This design comes from an exercise in tuning for small area and a short achievable clock period on the open sky130 flow, not from production work.
At most, simulation tests tie the RTL to the original design; equivalence was not proved.
Power is estimated from default activity; no workload was simulated.

Design SyncFP32Adder2, start of the top module:
module SyncFP32Adder2(
    input wire [31:0] a,
    input wire [31:0] b,
    output wire [31:0] S,
    output wire Overflow,
    input wire clk,
    input wire rst
);
    wire        l_sign_d, sub_d;
    wire [7:0]  l_exp1_d;
    wire [23:0] l_manx_d;
    wire [23:0] t_man_d;
    wire [1:0]  t_sh_d;
    FP32Adder2_align align(
        .a(a), .b(b),
        .l_sign(l_sign_d), .l_exp1(l_exp1_d), .l_manx(l_manx_d),
        .sub(sub_d), .t_man(t_man_d), .t_sh(t_sh_d)
    );
    reg        l_sign_q, sub_q;
    reg [7:0]  l_exp1_q;
    reg [23:0] l_manx_q;
    reg [23:0] t_man_q;
    reg [1:0]  t_sh_q;
    wire [24:0] v_d;
    wire [4:0]  sh_d;
    wire        q_d, sign_d;
    FP32Adder2 add(
        .l_sign(l_sign_q), .l_manx(l_manx_q),
        .sub(sub_q), .t_man(t_man_q), .t_sh(t_sh_q),
        .v(v_d), .sh(sh_d), .q(q_d), .sign(sign_d)
    );
    reg [24:0] v_q;
    reg [4:0]  sh_q;
    reg        q_q, sign_q;
    reg [7:0]  l_exp1_2q;
    reg first;
    always @(posedge clk, posedge rst) begin
        if (rst) first <= 1'b1;
        else     first <= 1'b0;
    end
    always @(posedge clk) begin
        l_sign_q  <= l_sign_d;
        sub_q     <= sub_d;
        l_exp1_q  <= l_exp1_d;
        l_manx_q  <= l_manx_d;
        t_man_q   <= t_man_d;
        t_sh_q    <= t_sh_d;
    end
    always @(posedge clk, posedge rst) begin
        if (rst) begin
            v_q       <= 25'd0;
  ...
Size in the first run: roughly 1300 cells after synthesis, roughly 100 flip-flops, ~0.0086 mm^2 of cells after synthesis.
==> module FP32Adder2, before the edit <==
module FP32Adder2(
    input  wire        l_sign,
    input  wire [23:0] l_manx,
    input  wire        sub,
    input  wire [23:0] t_man,
    input  wire [1:0]  t_sh,
    output wire [24:0] v,         
    output wire [4:0]  sh,        
    output wire        q,         
    output wire        sign
);
    wire [23:0] B  = t_man >> t_sh;
    wire [23:0] p0 = l_manx ^ B;
    wire [23:0] g0 = l_manx & B;
    wire [23:0] G, P;
    prefix24 pt(.g(g0), .p(p0), .G(G), .P(P));
    wire        co = G[23];              
    wire [23:0] m;
    assign m[0] = sub;
    assign m[23:1] = sub ? (co ? G[22:0] | P[22:0] : ~G[22:0]) : G[22:0];
    wire [23:0] r   = p0 ^ m;
    wire        ovf = co & ~sub;         
    wire [31:0] x = {1'b0, r[23:12], r[11] | r[10], r[9:0], 1'b0, 7'h7f};
    wire [4:0]  lz;
    lzc32 lzc(.x(x), .n(lz), .z());
    wire [24:0] v0 = {ovf, r};
    assign v    = sh[4] ? {v0[8:0], 16'd0} : v0;
    assign sh   = sub ? lz : {4'd0, ~ovf};
    assign q    = sub & ~|r[23:11];
    assign sign = l_sign ^ (sub & co);
endmodule
==> module FP32Adder2_norm, before the edit <==
module FP32Adder2_norm(
    input  wire [24:0] v,
    input  wire [4:0]  sh,
    input  wire        q,
    input  wire [7:0]  l_exp1,
    output wire [22:0] mant,
    output wire [7:0]  exp,
    output wire        ovf
);
    wire [24:0] n = v << sh[3:0];
    assign mant = {n[23] & ~q, n[22:1]};
    wire zero = sh[4] & sh[3];
    wire [6:0] el = {1'b0, l_exp1[4:0], 1'b1} + {1'b0, ~sh, ~q};
    wire [2:0] hm = l_exp1[7:5] - 3'd1;
    wire [7:0] e  = {el[6] ? l_exp1[7:5] : hm, el[5:1]};
    assign exp = zero ? 8'd0 : e;
    wire [7:0] d  = l_exp1 ^ {3'd0, sh};
    wire [7:0] m;
    assign m[0] = 1'b1;
    genvar i;
    generate for (i = 1; i < 8; i = i + 1) begin : tm
        assign m[i] = &l_exp1[i-1:0];
    end endgenerate
    wire top = q ? ~|d : ~|(d ^ m);
    assign ovf = ~|l_exp1 | (~zero & top);
endmodule
==> module SyncFP32Adder2, before the edit <==
module SyncFP32Adder2(
    input wire [31:0] a,
    input wire [31:0] b,
    output wire [31:0] S,
    output wire Overflow,
    input wire clk,
    input wire rst
);
    wire        l_sign_d, sub_d;
    wire [7:0]  l_exp1_d;
    wire [23:0] l_manx_d;
    wire [23:0] t_man_d;
    wire [1:0]  t_sh_d;
    FP32Adder2_align align(
        .a(a), .b(b),
        .l_sign(l_sign_d), .l_exp1(l_exp1_d), .l_manx(l_manx_d),
        .sub(sub_d), .t_man(t_man_d), .t_sh(t_sh_d)
    );
    reg        l_sign_q, sub_q;
    reg [7:0]  l_exp1_q;
    reg [23:0] l_manx_q;
    reg [23:0] t_man_q;
    reg [1:0]  t_sh_q;
    wire [24:0] v_d;
    wire [4:0]  sh_d;
    wire        q_d, sign_d;
    FP32Adder2 add(
        .l_sign(l_sign_q), .l_manx(l_manx_q),
        .sub(sub_q), .t_man(t_man_q), .t_sh(t_sh_q),
        .v(v_d), .sh(sh_d), .q(q_d), .sign(sign_d)
    );
    reg [24:0] v_q;
    reg [4:0]  sh_q;
    reg        q_q, sign_q;
    reg [7:0]  l_exp1_2q;
    reg first;
    always @(posedge clk, posedge rst) begin
        if (rst) first <= 1'b1;
        else     first <= 1'b0;
    end
    always @(posedge clk) begin
        l_sign_q  <= l_sign_d;
        sub_q     <= sub_d;
        l_exp1_q  <= l_exp1_d;
        l_manx_q  <= l_manx_d;
        t_man_q   <= t_man_d;
        t_sh_q    <= t_sh_d;
    end
    always @(posedge clk, posedge rst) begin
        if (rst) begin
            v_q       <= 25'd0;
            sh_q      <= 5'd1;
            q_q       <= 1'b0;
            sign_q    <= 1'b0;
            l_exp1_2q <= 8'd1;
        end else begin
            v_q       <= first ? 25'd0 : v_d;
            sh_q      <= sh_d | {first, first, 3'd0};
            q_q       <= q_d;
            sign_q    <= sign_d & ~first;
            l_exp1_2q <= l_exp1_q | {7'd0, first};
        end
    end
    wire [22:0] mant;
    wire [7:0]  exp;
    wire        ovf;
    FP32Adder2_norm norm(
        .v(v_q), .sh(sh_q), .q(q_q), .l_exp1(l_exp1_2q),
        .mant(mant), .exp(exp), .ovf(ovf)
    );
    assign S = {sign_q, exp, mant};
    assign Overflow = ovf;
endmodule
export LEC_CHECK = 0
export ABC_AREA = 1
export CAP_MARGIN = 20
export CORE_MARGIN = 2
export CORE_UTILIZATION = 55
export CTS_BUF_LIST = sky130_fd_sc_hd__clkbuf_8
export PLACE_DENSITY = 0.8
export SLEW_MARGIN = 20
create_clock -name core_clock -period 9.5 [get_ports {clk}]
standard.sh (not shown) runs the stock make flow with config.mk's settings and CLKGATE_MAP_FILE= SYNTH_SCRIPT=/design/flow/synth_recipe.tcl, a recipe that flattens the netlist after the stock synthesis.
==> flow/flow/run.sh <==
#!/bin/bash
set -euo pipefail
export BUFFER_PORTS_ARGS="-buffer_cell sky130_fd_sc_hd__buf_1"
export SETUP_SLACK_MARGIN=5.2
bash standard.sh > make.log 2>&1
Edit:
--- a/flow/design.v
+++ b/flow/design.v
@@ -79,11 +79,11 @@
     wire [23:0] m;
     assign m[0] = sub;
     assign m[23:1] = sub ? (co ? G[22:0] | P[22:0] : ~G[22:0]) : G[22:0];
     wire [23:0] r   = p0 ^ m;
     wire        ovf = co & ~sub;         
-    wire [31:0] x = {1'b0, r[23:12], r[11] | r[10], r[9:0], 1'b0, 7'h7f};
+    wire [31:0] x = {1'b0, r, 7'h7f};
     wire [4:0]  lz;
     lzc32 lzc(.x(x), .n(lz), .z());
     wire [24:0] v0 = {ovf, r};
     assign v    = sh[4] ? {v0[8:0], 16'd0} : v0;
     assign sh   = sub ? lz : {4'd0, ~ovf};
@@ -98,24 +98,24 @@
     output wire [22:0] mant,
     output wire [7:0]  exp,
     output wire        ovf
 );
     wire [24:0] n = v << sh[3:0];
-    assign mant = {n[23] & ~q, n[22:1]};
-    wire zero = sh[4] & sh[3];
-    wire [6:0] el = {1'b0, l_exp1[4:0], 1'b1} + {1'b0, ~sh, ~q};
+    assign mant = q ? {1'b0, n[23:2]} : n[23:1];
+    wire zero = sh[4] & sh[3] & sh[0];   
+    wire [5:0] el = {1'b0, l_exp1[4:0]} - {1'b0, sh};
     wire [2:0] hm = l_exp1[7:5] - 3'd1;
-    wire [7:0] e  = {el[6] ? l_exp1[7:5] : hm, el[5:1]};
+    wire [7:0] e  = {el[5] ? hm : l_exp1[7:5], el[4:0]};
     assign exp = zero ? 8'd0 : e;
     wire [7:0] d  = l_exp1 ^ {3'd0, sh};
     wire [7:0] m;
     assign m[0] = 1'b1;
     genvar i;
     generate for (i = 1; i < 8; i = i + 1) begin : tm
         assign m[i] = &l_exp1[i-1:0];
     end endgenerate
-    wire top = q ? ~|d : ~|(d ^ m);
+    wire top = ~|(d ^ m);
     assign ovf = ~|l_exp1 | (~zero & top);
 endmodule
 module prefix24(
     input  wire [23:0] g,
     input  wire [23:0] p,
@@ -230,11 +230,11 @@
             q_q       <= 1'b0;
             sign_q    <= 1'b0;
             l_exp1_2q <= 8'd1;
         end else begin
             v_q       <= first ? 25'd0 : v_d;
-            sh_q      <= sh_d | {first, first, 3'd0};
+            sh_q      <= sh_d | {first, first, 2'd0, first};
             q_q       <= q_d;
             sign_q    <= sign_d & ~first;
             l_exp1_2q <= l_exp1_q | {7'd0, first};
         end
     end
After rerunning:
- The new run passed the timing, design-rule and antenna checks
- hold slack hardly moves
- utilization climbs by 1.1 points
- non-clock buffer count climbs by 8
- global-route usage drops by 0.81 points
- final cell count climbs by a few percent
- final area climbs by a few percent
- critical path depth drops by 1
- register-to-register slack improves by 0.02 ns
- via count climbs by a few percent
- power climbs by a little under a tenth
- area after synthesis climbs slightly
- setup slack degrades by 0.054 ns
- routed wire length climbs by a few percent
- clock skew hardly moves
The RTL of the second run of this note was laid out without a check of its function.

---

Another version of the RTL of SyncFP32Adder2 (not shown whole).
Size in the first run: roughly 1,500 cells after synthesis, about 100 flip-flops, ~99 I/O pins, roughly 9000 sq um of cells after synthesis.
Design SyncFP32Adder2, start of the top module:
module SyncFP32Adder2(
    input wire [31:0] a,
    input wire [31:0] b,
    output wire [31:0] S,
    output wire Overflow,
    input wire clk,
    input wire rst
);
    wire        l_sign_d, sub_d;
    wire [7:0]  l_exp1_d;
    wire [23:0] l_manx_d;
    wire [23:0] t_man_d;
    wire [1:0]  t_sh_d;
    FP32Adder2_align align(
        .a(a), .b(b),
        .l_sign(l_sign_d), .l_exp1(l_exp1_d), .l_manx(l_manx_d),
        .sub(sub_d), .t_man(t_man_d), .t_sh(t_sh_d)
    );
    reg        l_sign_q, sub_q;
    reg [7:0]  l_exp1_q;
    reg [23:0] l_manx_q;
    reg [23:0] t_man_q;
    reg [1:0]  t_sh_q;
    wire [24:0] v_d;
    wire [4:0]  sh_d;
    wire        q_d, sign_d, e_max_d;
    wire [7:0]  e_base_d;
    FP32Adder2 add(
        .l_sign(l_sign_q), .l_exp1(l_exp1_q), .l_manx(l_manx_q),
        .sub(sub_q), .t_man(t_man_q), .t_sh(t_sh_q),
        .v(v_d), .sh(sh_d), .q(q_d), .sign(sign_d), .e_base(e_base_d), .e_max(e_max_d)
    );
    reg [24:0] v_q;
    reg [4:0]  sh_q;
    reg        q_q, sign_q;
    reg [7:0]  e_base_q;
    reg        e_max_q;
    reg first;
    always @(posedge clk, posedge rst) begin
        if (rst) first <= 1'b1;
        else     first <= 1'b0;
    end
    always @(posedge clk) begin
        l_sign_q  <= l_sign_d;
        sub_q     <= sub_d;
        l_exp1_q  <= l_exp1_d;
        l_manx_q  <= l_manx_d;
        t_man_q   <= t_man_d;
        t_sh_q    <= t_sh_d;
    end
  ...
==> module FP32Adder2, before the edit <==
module FP32Adder2(
    input  wire        l_sign,
    input  wire [7:0]  l_exp1,
    input  wire [23:0] l_manx,
    input  wire        sub,
    input  wire [23:0] t_man,
    input  wire [1:0]  t_sh,
    output wire [24:0] v,         
    output wire [4:0]  sh,        
    output wire        q,         
    output wire        sign,
    output wire [7:0]  e_base,    
    output wire        e_max      
);
    wire [23:0] B  = t_man >> t_sh;
    wire [23:0] p0 = l_manx ^ B;
    wire [23:0] g0 = l_manx & B;
    wire [23:0] G, P;
    prefix24 pt(.g(g0), .p(p0), .G(G), .P(P));
    wire        co = G[23];              
    wire [23:0] m;
    assign m[0] = sub;
    assign m[23:1] = sub ? (co ? G[22:0] | P[22:0] : ~G[22:0]) : G[22:0];
    wire [23:0] r   = p0 ^ m;
    wire        ovf = co & ~sub;         
    wire [31:0] x = {1'b0, r[23:12], r[11] | r[10], r[9:0], 1'b0, 7'h7f};
    wire [4:0]  lz;
    lzc32 lzc(.x(x), .n(lz), .z());
    wire [24:0] v0 = {ovf, r};
    assign v    = sh[4] ? {v0[8:0], 16'd0} : v0;
    assign sh   = sub ? lz : {4'd0, ~ovf};
    assign q    = sub & ~|r[23:11];
    assign sign = l_sign ^ (sub & co);
    wire [4:0] eh  = l_exp1[7:3];
    wire [4:0] eh1 = eh - 5'd1;
    wire [4:0] eh2 = eh - 5'd2;
    wire [4:0] eh3 = eh - 5'd3;
    assign e_base = {sh[4] ? (sh[3] ? eh3 : eh2) : (sh[3] ? eh1 : eh), l_exp1[2:0]};
    assign e_max  = ~|l_exp1;
endmodule
==> module FP32Adder2_norm, before the edit <==
module FP32Adder2_norm(
    input  wire [24:0] v,
    input  wire [4:0]  sh,
    input  wire        q,
    input  wire [7:0]  e_base,
    input  wire        e_max,
    output wire [22:0] mant,
    output wire [7:0]  exp,
    output wire        ovf
);
    wire [24:0] n = v << sh[3:0];
    assign mant = {n[23] & ~q, n[22:1]};
    wire zero = sh[4] & sh[3];
    wire [2:0] x  = e_base[2:0];
    wire [2:0] y  = sh[2:0];
    wire [2:0] bg = ~x & y;
    wire [2:0] bp = ~(x ^ y);
    wire b0 = bg[0] | (bp[0] & q);
    wire b1 = bg[1] | (bp[1] & bg[0]) | (bp[1] & bp[0] & q);
    wire b2 = bg[2] | (bp[2] & bg[1]) | (bp[2] & bp[1] & bg[0]) | (bp[2] & bp[1] & bp[0] & q);
    wire [2:0] dl = ~bp ^ {b1, b0, q};
    wire [4:0] hm = e_base[7:3] - 5'd1;
    wire [7:0] e  = {b2 ? hm : e_base[7:3], dl};
    assign exp = zero ? 8'd0 : e;
    wire [7:0] d  = e_base ^ {5'd0, sh[2:0]};
    wire [7:0] m;
    assign m[0] = 1'b1;
    genvar i;
    generate for (i = 1; i < 8; i = i + 1) begin : tm
        assign m[i] = &e_base[i-1:0];
    end endgenerate
    wire top = q ? ~|d : ~|(d ^ m);
    assign ovf = e_max | (~zero & top);
endmodule
==> module SyncFP32Adder2, before the edit <==
module SyncFP32Adder2(
    input wire [31:0] a,
    input wire [31:0] b,
    output wire [31:0] S,
    output wire Overflow,
    input wire clk,
    input wire rst
);
    wire        l_sign_d, sub_d;
    wire [7:0]  l_exp1_d;
    wire [23:0] l_manx_d;
    wire [23:0] t_man_d;
    wire [1:0]  t_sh_d;
    FP32Adder2_align align(
        .a(a), .b(b),
        .l_sign(l_sign_d), .l_exp1(l_exp1_d), .l_manx(l_manx_d),
        .sub(sub_d), .t_man(t_man_d), .t_sh(t_sh_d)
    );
    reg        l_sign_q, sub_q;
    reg [7:0]  l_exp1_q;
    reg [23:0] l_manx_q;
    reg [23:0] t_man_q;
    reg [1:0]  t_sh_q;
    wire [24:0] v_d;
    wire [4:0]  sh_d;
    wire        q_d, sign_d, e_max_d;
    wire [7:0]  e_base_d;
    FP32Adder2 add(
        .l_sign(l_sign_q), .l_exp1(l_exp1_q), .l_manx(l_manx_q),
        .sub(sub_q), .t_man(t_man_q), .t_sh(t_sh_q),
        .v(v_d), .sh(sh_d), .q(q_d), .sign(sign_d), .e_base(e_base_d), .e_max(e_max_d)
    );
    reg [24:0] v_q;
    reg [4:0]  sh_q;
    reg        q_q, sign_q;
    reg [7:0]  e_base_q;
    reg        e_max_q;
    reg first;
    always @(posedge clk, posedge rst) begin
        if (rst) first <= 1'b1;
        else     first <= 1'b0;
    end
    always @(posedge clk) begin
        l_sign_q  <= l_sign_d;
        sub_q     <= sub_d;
        l_exp1_q  <= l_exp1_d;
        l_manx_q  <= l_manx_d;
        t_man_q   <= t_man_d;
        t_sh_q    <= t_sh_d;
    end
    always @(posedge clk, posedge rst) begin
        if (rst) begin
            v_q       <= 25'd0;
            sh_q      <= 5'd0;
            q_q       <= 1'b0;
            sign_q    <= 1'b0;
            e_base_q  <= 8'd0;
            e_max_q   <= 1'b0;
        end else begin
            v_q       <= first ? 25'd0 : v_d;
            sh_q      <= sh_d | {first, first, 3'd0};
            q_q       <= q_d;
            sign_q    <= sign_d & ~first;
            e_base_q  <= e_base_d;
            e_max_q   <= e_max_d & ~first;
        end
    end
    wire [22:0] mant;
    wire [7:0]  exp;
    wire        ovf;
    FP32Adder2_norm norm(
        .v(v_q), .sh(sh_q), .q(q_q), .e_base(e_base_q), .e_max(e_max_q),
        .mant(mant), .exp(exp), .ovf(ovf)
    );
    assign S = {sign_q, exp, mant};
    assign Overflow = ovf;
endmodule
==> flow/config.mk <==
export PLATFORM = sky130hd
export DESIGN_NAME = SyncFP32Adder2
export DESIGN_NICKNAME = SyncFP32Adder2
export VERILOG_FILES = /design/flow/design.v
export SDC_FILE = /design/flow/constraint.sdc
export NUM_CORES = 8
export LEC_CHECK = 0
export ABC_AREA = 1
export CAP_MARGIN = 20
export CORE_MARGIN = 2
export CORE_UTILIZATION = 55
export CTS_BUF_LIST = sky130_fd_sc_hd__clkbuf_8
export PLACE_DENSITY = 0.8
export SETUP_SLACK_MARGIN = 5
export SLEW_MARGIN = 20
==> flow/constraint.sdc <==
create_clock -name core_clock -period 9.5 [get_ports {clk}]
set_input_delay 1.9000 -clock core_clock [delete_from_list [all_inputs] [get_ports {clk}]]
set_output_delay 1.9000 -clock core_clock [all_outputs]
set_load 0.01 [all_outputs]
==> flow/flow/run.sh <==
#!/bin/bash
set -euo pipefail
export BUFFER_PORTS_ARGS="-buffer_cell sky130_fd_sc_hd__buf_1"
export ADDER_MAP_FILE=
bash standard.sh > make.log 2>&1
Rerun with:
--- a/flow/design.v
+++ b/flow/design.v
@@ -58,23 +58,20 @@
     endgenerate
     assign d  = p ^ {gl[3][6:0], 1'b0};
     assign gt = gl[3][7];
 endmodule
 module FP32Adder2(
     input  wire        l_sign,
-    input  wire [7:0]  l_exp1,
     input  wire [23:0] l_manx,
     input  wire        sub,
     input  wire [23:0] t_man,
     input  wire [1:0]  t_sh,
     output wire [24:0] v,         
     output wire [4:0]  sh,        
     output wire        q,         
-    output wire        sign,
-    output wire [7:0]  e_base,    
-    output wire        e_max      
+    output wire        sign
 );
     wire [23:0] B  = t_man >> t_sh;
     wire [23:0] p0 = l_manx ^ B;
     wire [23:0] g0 = l_manx & B;
     wire [23:0] G, P;
     prefix24 pt(.g(g0), .p(p0), .G(G), .P(P));
@@ -89,52 +86,38 @@
     lzc32 lzc(.x(x), .n(lz), .z());
     wire [24:0] v0 = {ovf, r};
     assign v    = sh[4] ? {v0[8:0], 16'd0} : v0;
     assign sh   = sub ? lz : {4'd0, ~ovf};
     assign q    = sub & ~|r[23:11];
     assign sign = l_sign ^ (sub & co);
-    wire [4:0] eh  = l_exp1[7:3];
-    wire [4:0] eh1 = eh - 5'd1;
-    wire [4:0] eh2 = eh - 5'd2;
-    wire [4:0] eh3 = eh - 5'd3;
-    assign e_base = {sh[4] ? (sh[3] ? eh3 : eh2) : (sh[3] ? eh1 : eh), l_exp1[2:0]};
-    assign e_max  = ~|l_exp1;
 endmodule
 module FP32Adder2_norm(
     input  wire [24:0] v,
     input  wire [4:0]  sh,
     input  wire        q,
-    input  wire [7:0]  e_base,
-    input  wire        e_max,
+    input  wire [7:0]  l_exp1,
     output wire [22:0] mant,
     output wire [7:0]  exp,
     output wire        ovf
 );
     wire [24:0] n = v << sh[3:0];
     assign mant = {n[23] & ~q, n[22:1]};
     wire zero = sh[4] & sh[3];
-    wire [2:0] x  = e_base[2:0];
-    wire [2:0] y  = sh[2:0];
-    wire [2:0] bg = ~x & y;
-    wire [2:0] bp = ~(x ^ y);
-    wire b0 = bg[0] | (bp[0] & q);
-    wire b1 = bg[1] | (bp[1] & bg[0]) | (bp[1] & bp[0] & q);
-    wire b2 = bg[2] | (bp[2] & bg[1]) | (bp[2] & bp[1] & bg[0]) | (bp[2] & bp[1] & bp[0] & q);
-    wire [2:0] dl = ~bp ^ {b1, b0, q};
-    wire [4:0] hm = e_base[7:3] - 5'd1;
-    wire [7:0] e  = {b2 ? hm : e_base[7:3], dl};
+    wire [6:0] el = {1'b0, l_exp1[4:0], 1'b1} + {1'b0, ~sh, ~q};
+    wire [2:0] hm = l_exp1[7:5] - 3'd1;
+    wire [7:0] e  = {el[6] ? l_exp1[7:5] : hm, el[5:1]};
     assign exp = zero ? 8'd0 : e;
-    wire [7:0] d  = e_base ^ {5'd0, sh[2:0]};
+    wire [7:0] d  = l_exp1 ^ {3'd0, sh};
     wire [7:0] m;
     assign m[0] = 1'b1;
     genvar i;
     generate for (i = 1; i < 8; i = i + 1) begin : tm
-        assign m[i] = &e_base[i-1:0];
+        assign m[i] = &l_exp1[i-1:0];
     end endgenerate
     wire top = q ? ~|d : ~|(d ^ m);
-    assign ovf = e_max | (~zero & top);
+    assign ovf = ~|l_exp1 | (~zero & top);
 endmodule
 module prefix24(
     input  wire [23:0] g,
     input  wire [23:0] p,
     output wire [23:0] G,
     output wire [23:0] P
@@ -214,24 +197,22 @@
     reg [7:0]  l_exp1_q;
     reg [23:0] l_manx_q;
     reg [23:0] t_man_q;
     reg [1:0]  t_sh_q;
     wire [24:0] v_d;
     wire [4:0]  sh_d;
-    wire        q_d, sign_d, e_max_d;
-    wire [7:0]  e_base_d;
+    wire        q_d, sign_d;
     FP32Adder2 add(
-        .l_sign(l_sign_q), .l_exp1(l_exp1_q), .l_manx(l_manx_q),
+        .l_sign(l_sign_q), .l_manx(l_manx_q),
         .sub(sub_q), .t_man(t_man_q), .t_sh(t_sh_q),
-        .v(v_d), .sh(sh_d), .q(q_d), .sign(sign_d), .e_base(e_base_d), .e_max(e_max_d)
+        .v(v_d), .sh(sh_d), .q(q_d), .sign(sign_d)
     );
     reg [24:0] v_q;
     reg [4:0]  sh_q;
     reg        q_q, sign_q;
-    reg [7:0]  e_base_q;
-    reg        e_max_q;
+    reg [7:0]  l_exp1_2q;
     reg first;
     always @(posedge clk, posedge rst) begin
         if (rst) first <= 1'b1;
         else     first <= 1'b0;
     end
     always @(posedge clk) begin
@@ -242,30 +223,28 @@
         t_man_q   <= t_man_d;
         t_sh_q    <= t_sh_d;
     end
     always @(posedge clk, posedge rst) begin
         if (rst) begin
             v_q       <= 25'd0;
-            sh_q      <= 5'd0;
+            sh_q      <= 5'd1;
             q_q       <= 1'b0;
             sign_q    <= 1'b0;
-            e_base_q  <= 8'd0;
-            e_max_q   <= 1'b0;
+            l_exp1_2q <= 8'd1;
         end else begin
             v_q       <= first ? 25'd0 : v_d;
             sh_q      <= sh_d | {first, first, 3'd0};
             q_q       <= q_d;
             sign_q    <= sign_d & ~first;
-            e_base_q  <= e_base_d;
-            e_max_q   <= e_max_d & ~first;
+            l_exp1_2q <= l_exp1_q | {7'd0, first};
         end
     end
     wire [22:0] mant;
     wire [7:0]  exp;
     wire        ovf;
     FP32Adder2_norm norm(
-        .v(v_q), .sh(sh_q), .q(q_q), .e_base(e_base_q), .e_max(e_max_q),
+        .v(v_q), .sh(sh_q), .q(q_q), .l_exp1(l_exp1_2q),
         .mant(mant), .exp(exp), .ovf(ovf)
     );
     assign S = {sign_q, exp, mant};
     assign Overflow = ovf;
 endmodule
Outcome:
- routed wire length drops by a few percent
- design area drops by a few percent
- global-route usage climbs by 0.24 points
- final cell count drops slightly
- power drops by a little under a tenth
- sequential share of layout area climbs by 0.30 points
- critical path depth climbs by 1
- worst hold slack loses 0.024 ns
Function not checked in the first run of this note: the RTL went through the layout flow alone.

## separate check: timing with driven ports
Ports are ideal in the flow. The routed layouts listed here were re-timed in OpenROAD.
Step 1, drivers: a clkbuf_16 drives clk and a buf_2 each remaining input, both assumed.
Step 2 moves the port delays by t, midway between the first and last clock arrival at a register: inputs arrive t later, outputs are due t later. That takes back most of the time a late clock gives input paths.
Three values: ideal ports, drivers, drivers and shift; two values: the first two.
run	shift t [ns]	setup WS [ns]	pins driven straight from the clock port
the first run of note 1	0.422	5.233 / 5.195 / 4.893	1
the second run of note 1	0.414	5.179 / 5.142 / 4.874	1
the first run of note 2	0.421	5.164 / 5.125 / 4.796	1
the second run of note 2	0.409	4.957 / 4.923 / 4.815	1
After both steps setup and hold are still met in every run listed. The setup slack of the first run of note 2, which loses most, moves by -0.039 ns with the drivers and by -0.368 ns with both steps.
